From an optimization exercise on the open Yosys and OpenROAD flow, aimed at small area and a short achievable clock period; shortcuts taken in it are not production practice. At most, simulation tests tie the RTL to the original design; equivalence was not proved.

v19:
Design cpu_z80, start of the top module:
module cpu_z80(
	input CLK,
	input nRESET,
	input wire [7:0] DATA_IN,
	output wire [7:0] DATA_OUT,
	output [15:0] ADDRESS,
	output reg nIORQ, nMREQ,
	output reg nRD, nWR,
	input nINT, nNMI
);
export LEC_CHECK = 0
export CAP_MARGIN = 30
export CORE_MARGIN = 2
export CORE_UTILIZATION = 40
export SETUP_SLACK_MARGIN = 5
export SLEW_MARGIN = 30
create_clock -name core_clock -period 11.0 [get_ports {CLK}]
run.sh (not shown) runs the stock make flow with config.mk's settings and CLKGATE_MAP_FILE= SYNTH_SCRIPT=/design/flow/synth_recipe.tcl, a recipe that flattens the netlist after the stock synthesis.
Edits applied to the flow inputs when going from v19 to v8:
diff --git a/flow/design.v b/flow/design.v
--- a/flow/design.v
+++ b/flow/design.v
@@ -2857,21 +2857,39 @@
         3'b001  : cc_true = FF[6] == 1'b1;  
         3'b010  : cc_true = FF[0] == 1'b0;  
         3'b011  : cc_true = FF[0] == 1'b1;  
         3'b100  : cc_true = FF[2] == 1'b0;  
         3'b101  : cc_true = FF[2] == 1'b1;  
         3'b110  : cc_true = FF[7] == 1'b0;  
         default : cc_true = FF[7] == 1'b1;  
       endcase
     end
   endfunction
-  wire cc_now = cc_true(F, { IR[5] & ~(IR[7:5] == 3'b001), IR[4:3] });
+  wire [2:0] csel_n = { IR_n[5] & ~(IR_n[7:5] == 3'b001), IR_n[4:3] };
+  reg  [3:0] cflag_r;
+  reg        cpol_r;
+  always @ (posedge clk or negedge reset_n)
+    begin
+      if (reset_n == 1'b0)
+        begin
+          cflag_r <= 4'b0001;
+          cpol_r <= 1'b0;
+        end
+      else
+        begin
+          cflag_r <= { csel_n[2:1] == 2'b11, csel_n[2:1] == 2'b10,
+                       csel_n[2:1] == 2'b01, csel_n[2:1] == 2'b00 };
+          cpol_r <= csel_n[0];
+        end
+    end
+  wire cc_now = ~(cpol_r ^ ((cflag_r[0] & F[Flag_Z]) | (cflag_r[1] & F[Flag_C]) |
+                            (cflag_r[2] & F[Flag_P]) | (cflag_r[3] & F[Flag_S])));
   wire [67:0]  dec = cc_now ? dec1_r : dec0_r;
   tv80_mcode #(Mode, Flag_C, Flag_N, Flag_P, Flag_X, Flag_H, Flag_Y, Flag_Z, Flag_S) i_mcode0
     (
      .IR(IR_n), .ISet(ISet_n), .MCycle(mcycle_n), .cc(1'b0), .NMICycle(NMICycle_n), .IntCycle(IntCycle_n),
      .MCycles(dec0[67:65]),
      .TStates(dec0[64:62]),
      .Prefix(dec0[61:60]),
      .Inc_PC(dec0[59:59]),
      .Inc_WZ(dec0[58:58]),
      .IncDec_16(dec0[57:54]),
Notes after the runs:
Re synthesized netlist net count: v8 is 4.6% down on v19.
The first-pass GRT wire length in v8 sits 19000 µm below the value recorded for v19.
Taking v19 as the reference, in v8 die area fell about 3.3%; non-clock buffer count decreased 77; setup slack of the critical path after layout picked up an extra 0.064 ns.
Against v19, v8 comes in 0.064 ns lower on post-route minimum period.
In v8 relative to v19, detailed-routed wire length on met2 had gone down by a little under 10%.
Diff v8 and v19: combined flip-flop and latch cell area lower in v19
Compared with v19, synthesized area in v8 decreased by a few percent.
Compared with v19, v8 shows a post-route worst hold slack that is 0.077 ns lower.
No functional check of the RTL was part of v19.

--- another note on this design; it stands on its own ---

## cpu_z80
module cpu_z80(
	input CLK,
	input nRESET,
	input wire [7:0] DATA_IN,
	output wire [7:0] DATA_OUT,
	output [15:0] ADDRESS,
	output reg nIORQ, nMREQ,
	output reg nRD, nWR,
	input nINT, nNMI
);
export LEC_CHECK = 0
export CAP_MARGIN = 30
export CORE_MARGIN = 2
export CORE_UTILIZATION = 40
export SLEW_MARGIN = 30
create_clock -name core_clock -period 11.0 [get_ports {CLK}]
standard.sh (not shown) runs the stock make flow with config.mk's settings and CLKGATE_MAP_FILE= SYNTH_SCRIPT=/design/flow/synth_recipe.tcl, a recipe that flattens the netlist after the stock synthesis.
==> flow/flow/run.sh <==
#!/bin/bash
set -euo pipefail
bash standard.sh SETUP_SLACK_MARGIN=6 "BUFFER_PORTS_ARGS=-buffer_cell sky130_fd_sc_hd__buf_4" finish > make.log 2>&1
The starting point passed the timing, design-rule and antenna checks.
Then changed:
==> flow/flow/run.sh (replaced) <==
#!/bin/bash
set -euo pipefail
bash standard.sh SETUP_SLACK_MARGIN=6.25 "BUFFER_PORTS_ARGS=-buffer_cell sky130_fd_sc_hd__buf_4" finish > make.log 2>&1
--- a/flow/config.mk
+++ b/flow/config.mk
@@ -10,0 +11 @@
+export CTS_BUF_LIST = sky130_fd_sc_hd__clkbuf_4
The changed run produced a clean layout.
Clock skew increases by 43 ps.
Setup slack gets better by 300 ps.
Global-route usage stays flat.

[port drivers added, routing unchanged]
In the flow no input, the clock included, has a driving cell. The finished layouts below were timed again as built, in two steps.
Step 1 (the two cells are an assumption about what drives the block):
set clk [get_ports {CLK}]
set_driving_cell -lib_cell sky130_fd_sc_hd__clkbuf_16 $clk
set_driving_cell -lib_cell sky130_fd_sc_hd__buf_2 [delete_from_list [all_inputs] $clk]
Step 2 adds t to the input delays and takes it off the output delays; t is the mean of the earliest and latest rising clock arrival at the registers after step 1. Input paths then give back, and output paths get back, about the clock's delay inside the block.
Three values: ideal, step 1, step 2; two values: the first two.
run | t (ns) | setup slack, ns | worst hold slack (ns)
v19 | 0.704 | 4.882 / 4.929 / 4.225 | 0.458 / 0.458 / 0.458
v8 | 0.694 | 4.946 / 4.984 / 4.291 | 0.380 / 0.380 / 0.380
the first run of note 2 | 0.718 | 5.859 / 5.905 / 5.187 | 0.351 / 0.351 / 0.351
the second run of note 2 | 1.126 | 6.159 / 6.159 / 5.084 | 0.374 / 0.374 / 0.374
After both steps every run listed still meets setup and hold. The setup slack of the second run of note 2, which loses most, moves by 0.000 ns with the drivers and by -1.075 ns with both steps.
